Background: an optimization exercise with open tools, aiming at small area and a short achievable clock period. Do not read the settings as production practice.
The RTL of this run was laid out without a check of its function.
Power is estimated from default activity; no workload was simulated.

<file path="design/flow/design.v">
module ELM_log(
    input  [13:0] x0,
    output reg [3:0] k,
    output [6:0] w
    );
    wire [12:0] a = x0[12:0] ^ {13{x0[13]}};
    integer i;
    always @* begin
        k = 4'd0;
        for (i = 1; i < 13; i = i + 1)
            if (a[i]) k = i;
    end
    wire [18:0] ap = {2'b00, a, 4'b0000};
    assign w = (k[3:2] == 2'd0) ? ap[6:0] :
               (k[3:2] == 2'd1) ? ap[10:4] :
               (k[3:2] == 2'd2) ? ap[14:8] : ap[18:12];
endmodule
module ELM_frac(
    input  [6:0] w,
    input  [1:0] r,
    output [3:0] f
    );
    assign f = (r == 2'd0) ? w[3:0] :
               (r == 2'd1) ? w[4:1] :
               (r == 2'd2) ? w[5:2] : w[6:3];
endmodule
module ELM_add #(parameter N = 18) (
    input  [N-1:0] a,
    input  [N-1:0] b,
    input          cin,
    output [N-1:0] s
    );
    localparam L = 5;    
    wire [N:0] g0 = {a & b, cin};
    wire [N:0] p0 = {a ^ b, 1'b0};
    wire [N:0] g [0:L];
    wire [N:0] p [0:L];
    assign g[0] = g0;
    assign p[0] = p0;
    genvar l, i;
    generate
        for (l = 0; l < L; l = l + 1) begin : lvl
            for (i = 0; i <= N; i = i + 1) begin : bit_
                if ((i >> l) & 1) begin : op
                    localparam integer J = ((i >> l) << l) - 1;
                    assign g[l+1][i] = g[l][i] | (p[l][i] & g[l][J]);
                    assign p[l+1][i] = p[l][i] & p[l][J];
                end else begin : pass
                    assign g[l+1][i] = g[l][i];
                    assign p[l+1][i] = p[l][i];
                end
            end
        end
    endgenerate
    assign s = p0[N:1] ^ g[L][N-1:0];
endmodule
module ELM_cross(
    input  [15:0] x,
    input  [15:0] y,
    output [17:0] u,     
    output        sf0,   
    output        s,     
    output        nz     
    );
    assign s  = x[13] ^ y[13];
    assign nz = (x[13] | (|x[7:0])) & (y[13] | (|y[7:0]));
    wire x_one = x[14] ^ x[13];
    wire x_two = (x[15] ^ x[14]) & ~x_one;
    wire y_one = y[14] ^ y[13];
    wire y_two = (y[15] ^ y[14]) & ~y_one;
    wire sf1 = x[15] & (x_one | x_two);
    assign sf0 = y[15] & (y_one | y_two);
    wire [16:0] ye = {y[15], y};
    wire [14:0] xe = {x[13], x[13:0]};
    wire [16:0] pp2 = ({17{x_one}} & ye | {17{x_two}} & {ye[15:0], 1'b0}) ^ {17{sf1}};
    wire [14:0] pp1 = ({15{y_one}} & xe | {15{y_two}} & {xe[13:0], 1'b0}) ^ {15{sf0}};
    ELM_add #(.N(18)) u_add(.a({pp2[16], pp2}), .b({{3{pp1[14]}}, pp1}), .cin(sf1), .s(u));
endmodule
module ELM_back(
    input  [3:0]  kx,
    input  [6:0]  wx,
    input  [3:0]  ky,
    input  [6:0]  wy,
    input  [17:0] u,
    input         sf0,
    input         s,
    input         nz,
    output [31:0] p
    );
    wire [3:0] fx, fy;
    ELM_frac frx(.w(wx), .r(kx[1:0]), .f(fx));
    ELM_frac fry(.w(wy), .r(ky[1:0]), .f(fy));
    wire sn = s & nz;    
    wire [4:0] fs = fx + fy;
    wire [4:0] ks = kx + ky;
    wire [5:0] m  = fs[4] ? {1'b1, fs[3:0], 1'b0} : {2'b01, fs[3:0]};
    wire [3:0] d0;
    wire [6:0] d1;
    genvar j, i;
    generate
        for (i = 0; i < 4; i = i + 1) begin : dec0
            assign d0[i] = (ks[1:0] == i);
        end
        for (i = 0; i < 7; i = i + 1) begin : dec1
            if (i < 6) assign d1[i] = nz & (ks[4:2] == i);
            else       assign d1[i] = nz & ks[4] & ks[3];
        end
    endgenerate
    wire [8:0] m1;       
    generate
        for (j = 0; j < 9; j = j + 1) begin : sh0
            wire [3:0] t;
            for (i = 0; i < 4; i = i + 1) begin : b
                if (j - i >= 0 && j - i <= 5)
                    assign t[i] = d0[i] & m[j - i];
                else
                    assign t[i] = 1'b0;
            end
            assign m1[j] = |t;
        end
    endgenerate
    wire [27:0] pabs;    
    assign pabs[27:26] = 2'b00;
    generate
        for (j = 0; j < 26; j = j + 1) begin : sh1
            wire [6:0] t;
            for (i = 0; i < 7; i = i + 1) begin : b
                if (j + 4 - 4*i >= 0 && j + 4 - 4*i <= (i == 6 ? 5 : 8))
                    assign t[i] = d1[i] & m1[j + 4 - 4*i];
                else
                    assign t[i] = 1'b0;
            end
            assign pabs[j] = |t;
        end
    endgenerate
    wire [27:0] A = pabs ^ {28{sn}};
    wire [13:0] z;       
    generate
        for (i = 0; i < 14; i = i + 1) begin : zlo
            if (i == 0) assign z[i] = 1'b1;
            else        assign z[i] = ~|A[i-1:0];
        end
    endgenerate
    assign p[13:0] = A[13:0] ^ ({14{sf0}} & z);
    wire cin = sf0 & (sn | (|pabs[13:0]));
    ELM_add #(.N(18)) hi_add(.a({{4{A[27]}}, A[27:14]}), .b(u), .cin(cin), .s(p[31:14]));
endmodule
module ELM_Mitchw5(
    input  [15:0] x,
    input  [15:0] y,
    output [31:0] p
    );
    wire [3:0] kx, ky;
    wire [6:0] wx, wy;
    wire [17:0] u;
    wire sf0, s, nz;
    ELM_log   lx(.x0(x[13:0]), .k(kx), .w(wx));
    ELM_log   ly(.x0(y[13:0]), .k(ky), .w(wy));
    ELM_cross c(.x(x), .y(y), .u(u), .sf0(sf0), .s(s), .nz(nz));
    ELM_back  b(.kx(kx), .wx(wx), .ky(ky), .wy(wy), .u(u), .sf0(sf0), .s(s), .nz(nz), .p(p));
endmodule
module mult_top(
    input clk,
    input  [15:0] x,
    input  [15:0] y,
    output reg [31:0] p_out
    );
    wire [3:0]  kx_d, ky_d;
    wire [6:0]  wx_d, wy_d;
    wire [17:0] u_d;
    wire        sf0_d, s_d, nz_d;
    reg  [3:0]  KX_vec, KY_vec;
    reg  [6:0]  WX_vec, WY_vec;
    reg  [17:0] U_vec;
    reg         SF0_vec, S_vec, NZ_vec;
    ELM_log   log_x(.x0(x[13:0]), .k(kx_d), .w(wx_d));
    ELM_log   log_y(.x0(y[13:0]), .k(ky_d), .w(wy_d));
    ELM_cross cross(.x(x), .y(y), .u(u_d), .sf0(sf0_d), .s(s_d), .nz(nz_d));
    wire [31:0] P_vec;
    ELM_back back(.kx(KX_vec), .wx(WX_vec), .ky(KY_vec), .wy(WY_vec),
                  .u(U_vec), .sf0(SF0_vec), .s(S_vec), .nz(NZ_vec), .p(P_vec));
    always @(posedge clk)
    begin
        KX_vec  <= kx_d;
        WX_vec  <= wx_d;
        KY_vec  <= ky_d;
        WY_vec  <= wy_d;
        U_vec   <= u_d;
        SF0_vec <= sf0_d;
        S_vec   <= s_d;
        NZ_vec  <= nz_d;
        p_out   <= P_vec;
    end
endmodule
</file>
<file path="design/flow/flow/run.sh">
#!/bin/bash
# Standard layout with two changes: no full/half-adder cells in synthesis (the
# adders are left as plain gates for abc), and timing repair aimed at a
# tighter setup slack than the design's own settings allow.
set -euo pipefail
export ADDER_MAP_FILE=
export SETUP_SLACK_MARGIN=6.0
bash standard.sh > standard_flow.log 2>&1
</file>
<file path="design/flow/standard.sh">
#!/bin/bash
# synth_recipe.tcl (not shown) runs the flow's synth.tcl, then flattens the netlist and writes it again
# the make line also repeats each setting of config.mk as NAME=value (left out here)
make -C /OpenROAD-flow-scripts/flow DESIGN_CONFIG=/design/flow/config.mk WORK_HOME=/design/flow/orfs CLKGATE_MAP_FILE= SYNTH_SCRIPT=/design/flow/synth_recipe.tcl "${@:-finish}"
</file>
<file path="design/flow/config.mk">
export PLATFORM = sky130hd
export DESIGN_NAME = mult_top
export DESIGN_NICKNAME = mult_top
export VERILOG_FILES = /design/flow/design.v
export SDC_FILE = /design/flow/constraint.sdc
export NUM_CORES = 4
export LEC_CHECK = 0
export ABC_AREA = 1
export CAP_MARGIN = 20
export CORE_MARGIN = 2
export CORE_UTILIZATION = 40
export PLACE_DENSITY = 0.6
export SLEW_MARGIN = 20
</file>
<file path="design/flow/constraint.sdc">
create_clock -name core_clock -period 10.0 [get_ports {clk}]
set_input_delay 2.0000 -clock core_clock [delete_from_list [all_inputs] [get_ports {clk}]]
set_output_delay 2.0000 -clock core_clock [all_outputs]
set_load 0.01 [all_outputs]
</file>
==> summary.txt <==
==> Yosys cell counts, types with 2 or more instances <==
master                     count  area (um^2)
sky130_fd_sc_hd__nand2_2      21          131
sky130_fd_sc_hd__nand2_1     298         1120
sky130_fd_sc_hd__o21ai_0      29          145
sky130_fd_sc_hd__nand4_1       6         37.5
sky130_fd_sc_hd__a21oi_1      22          110
sky130_fd_sc_hd__a21boi_0      2         15.0
sky130_fd_sc_hd__a21boi_1      2         15.0
sky130_fd_sc_hd__buf_2         6         30.0
sky130_fd_sc_hd__inv_1       134          503
sky130_fd_sc_hd__nor3_1        5         25.0
sky130_fd_sc_hd__nor2_1       81          304
sky130_fd_sc_hd__nand3_2       3         30.0
sky130_fd_sc_hd__or2_1         8         50.1
sky130_fd_sc_hd__a21oi_2       3         26.3
sky130_fd_sc_hd__clkbuf_1      4         15.0
sky130_fd_sc_hd__o21ai_1      17         85.1
sky130_fd_sc_hd__xor2_1       93          815
sky130_fd_sc_hd__nor4_1        4         25.0
sky130_fd_sc_hd__nand3_1      45          225
sky130_fd_sc_hd__buf_1         5         18.8
sky130_fd_sc_hd__xnor2_1      37          324
sky130_fd_sc_hd__nor2_4        3         33.8
sky130_fd_sc_hd__a22oi_1       8         60.1
sky130_fd_sc_hd__or2_2        14         87.6
sky130_fd_sc_hd__dfxtp_1      75         1500
sky130_fd_sc_hd__o221ai_1      9         78.8
sky130_fd_sc_hd__o22ai_1      27          169
sky130_fd_sc_hd__o21ai_2       6         52.6
sky130_fd_sc_hd__a31oi_1       2         12.5
sky130_fd_sc_hd__nand2_4       3         33.8
sky130_fd_sc_hd__inv_2        14         52.6
sky130_fd_sc_hd__nor2_2        7         43.8
sky130_fd_sc_hd__maj3_1        2         20.0
==> sequential cells by signal, indices dropped and copies added (netlist names) <==
register,count
KX_vec,4
KY_vec,4
NZ_vec,1
SF0_vec,1
S_vec,1
U_vec,18
WX_vec,7
WY_vec,7
p_out,32
==> power by group <==
| group | internal (mW) | leakage, nW | switching [mW] |
|---|---|---|---|
| clock network | 0.170 | 0.129 | 0.131 |
| registers | 0.406 | 0.632 | 0.0387 |
| logic | 0.490 | 3.35 | 0.692 |
| total | 1.07 | 4.11 | 0.861 |
==> cells in the final DEF, fill, tap and decap left out, drive strengths merged, types with 2 or more instances in the layout <==
cell type,synthesis,final
a21boi,6,6
nor2,91,91
inv,148,149
nand2,323,323
a31oi,2,2
nand3,48,48
a21oi,25,25
buf,12,47
maj3,2,2
clkbuf,4,11
nor3,5,5
dlygate4sd2,0,6
o22ai,27,27
clkinv,0,3
clkinvlp,0,2
xnor2,37,37
or2,22,22
o221ai,9,9
a22oi,8,8
clkdlybuf4s50,0,52
nand4,7,7
xor2,94,94
dfxtp,75,75
o21ai,52,52
nor4,4,4
==> kinds of logic after synthesis <==
group / count (synthesis) / synth area share [%]
simple gates: 501 / 34.6
fa+ha+maj: 2 / 0.317
compound gates: 133 / 13.1
buf+inv: 164 / 9.97
flops: 75 / 23.7
xor+xnor: 131 / 18.3
==> worst max-delay path by stage <==
| stage | from | endpoint | slack, ns | cells after the start |
|---|---|---|---|---|
| 4_1_cts | x[13] | U_vec[13] | 5.87 | 21 |
| 5_1_grt | x[14] | U_vec[10] | 5.55 | 21 |
| 2_1_floorplan | x[14] | U_vec[14] | 5.67 | 21 |
| 3_3_place_gp | x[13] | U_vec[14] | 4.13 | 22 |
| 6_report | x[14] | U_vec[10] | 5.69 | 21 |
| 3_5_place_dp | x[13] | U_vec[16] | 4.08 | 19 |
==> tightest hold or removal path, delay by kind of cell, from the launching register on <==
family | cells | cell delay [ns]
DFF | 1 | 0.34
and+or+nand+nor | 2 | 0.10
xor gates and xnor gates | 1 | 0.08
==> layer usage <==
layer,wire [um],track usage (%)
met5,0,0
met4,370,6.39
met3,668,3.12
met2,6990,29.4
met1,7550,25.6
==> cell type report <==
type                       instances  area [um^2]  area share, %
multi-input combinational        767         4540           55.5
sequential                        75         1510           18.4
clock inverter                     6         50.0          0.611
timing repair buffer             107         1040           12.7
clock buffer                      10          229           2.80
inverter                         148          558           6.81
tap                              211          264           3.22
==> timing repair <==
action / CTS / global route
gates cloned: 1 / 0
buffers inserted: 27 / 14
endpoints found under the setup margin: 31 / 18
pin swaps: 25 / 23
gates resized for setup: 77 / 27
==> per-stage QoR <==
stage | area [um^2] | total power, mW | hold WS, ns
finish | 8190 | 1.93 | 0.571
global route | 8190 | 2.09 | 0.615
CTS | 7980 | 1.90 | 0.580
detailed placement | 7280 | 1.55 | 0.571
global placement | 7280 | 1.54 | 0.578
floorplan | 6480 | 1.28 | 0.495
==> flow_summary.toml <==
[worst_hold_path]
hold_path_class = "reg2reg"
worstHoldStart = "U_vec[17]"
min_to = "p_out[31]"
holdPathStages = 3

[floorplanning]
die_w_um = 130
initial_core_util_pct = 41.3
core_region_area_mm2 = 0.0153
floorplan.die.height_um = 130
floorplan.die_area_mm2 = 0.0168
fp-row-count = 45
ioPinCount = 65

[global_routing]
grt_pass1_wl_um = 25300
first_global_vias = 5451
grt.overflow.total = 0
initial_antenna_violation_count = 0
grt_max_degree = 24
grtUsageTotal_pct = 18.6

[place]
dpl_worst_slack_ns = 4.08
post-place-cells = 1266
gpl.final_weighted_congestion = 0.921
buffer_ports.inserted = 64
dp_hpwl_um = 11900

[cells_and_area]
finalNonFillerCells = 1324
layout.nets = 1141
num_antenna_cells = 0
drive_gt1_share_pct = 17.7
layout.filler_cells = 1523
fin_util_pct = 53.5
relative_area_change_from_synthesis_to_final_layout_pct = 29.5

[synthesis]
syn_avg_cell_area_um2 = 6.29
cell_count_after_synthesis = 1006
synth_warnings = 3
synth_ff_type = "sky130_fd_sc_hd__dfxtp_1"
netlist_area_mm2 = 0.00632
synth.yosys.seq_area_share_pct = 23.7
yosys_register_bits = 75
synthArstFlopShare_pct = 0
ys_types = 44
synth_edf_count = 0
synth_nets = 1039

[critical_path]
endpoint_kind = "flop"
critPathSlowestCell = "sky130_fd_sc_hd__or2_4"
timing.rr.start = "KX_vec[1]"
timing.critical_path.cells = "buf_12 -> or2_4 -> nand2_8 -> nand2_8 -> o22ai_4 -> or2_1 -> nand3b_1 -> a21boi_4 -> a21boi_2 -> nand3_1 -> nand2_1 -> nand2_1 -> nand2_2 -> a21oi_4 -> o21ai_4 -> buf_4 -> buf_6 -> nand2_4 -> o21ai_2 -> o21ai_2 -> xor2_1"
regToRegEndpoint = "p_out[31]"
timing.critical_path.fanout_max = 8
cpLargestDelayFamily = "simple AND/OR/NAND/NOR gates"
r2r_cells = 26
crit_path_start_kind = "input pin"
crit_buf_inv = 3
critPathKind = "in2reg"
timing.critical_path.slowest_cell_delay_ns = 0.27
critical_path_required_ns = 10.22
reg2reg_slack_ns = 6.55
timing.critical_path.arrival_ns = 4.53

[timing]
number_of_pins_with_negative_max_slew_slack_in_the_final_report = 0
finalHoldViolations = 0
tightest_slew_ns = 0.737
grt_setup_unrepaired = "yes"
fin_worst_skew_ns = 0.00959
postLayoutSetupSlackWorst_ns = 5.69
layout_worst_path_cycle_share_pct = 43.1
fin_setup_tns_ns = 0
fmaxAchievable_mhz = 232
slew_headroom_pct = 50.8
finalSetupViolations = 0
min_clock_period_post_route_ns = 4.31

[drt]
drt_wl_total_um = 15600
post_drt_via_cell_ratio = 4.66
drt_iter0_markers = 317
average_wire_per_standard_cell_um = 11.8
drt_pre_antenna_iters = 6
vias = 6164
drtAntennaViolNets = 0
route.detailed.drc = 0

[clock_tree]
cts_tree = "built"
cts_clk_pin_slew_worst_paths_ns = 0.06
cts-hold-fix-buffers = 0
cts_inserted_buffers = 9
cts-root-buf = "sky130_fd_sc_hd__clkbuf_16"
htree_levels = 3
clock_insertion_delay_worst_skew_ns = 0.34
tritoncts_sink_count = 75
max-clock-path-buffers = 2

[job]
drv.max_cap_violation_count = 0

[power_and_ir_drop]
power.ir.vdd_worst_mv = 0.110
total_leakage_power_nw = 4.11
power.density_mw_per_mm2 = 235

[run_status]
run_status = "complete, no violations"

-- port drivers added, routing unchanged --
How much do the figures lean on ideal ports? The routed layout below was timed once more, with nothing changed but the port constraints.
Step 1 sets driving cells, clkbuf_16 on the clock port and buf_2 on the other inputs (assumed; they add their load-dependent delay and slew).
Step 2 moves the port delays by t, midway between the first and last clock arrival at a register: inputs arrive t later, outputs are due t later. That takes back most of the time a late clock gives input paths.
a / b / c = no drivers / after step 1 / after step 2; a / b = the first two.
t (ns): 0.379
slack for setup (ns): 5.691 / 5.661 / 5.282
slew at the worst register clock pin (ns): 0.06 / 0.06
pins driven straight from the clock port: 1
After both steps this run still meets setup and hold. For this run, drivers alone change the setup slack by -0.030 ns; drivers and shift together by -0.409 ns.
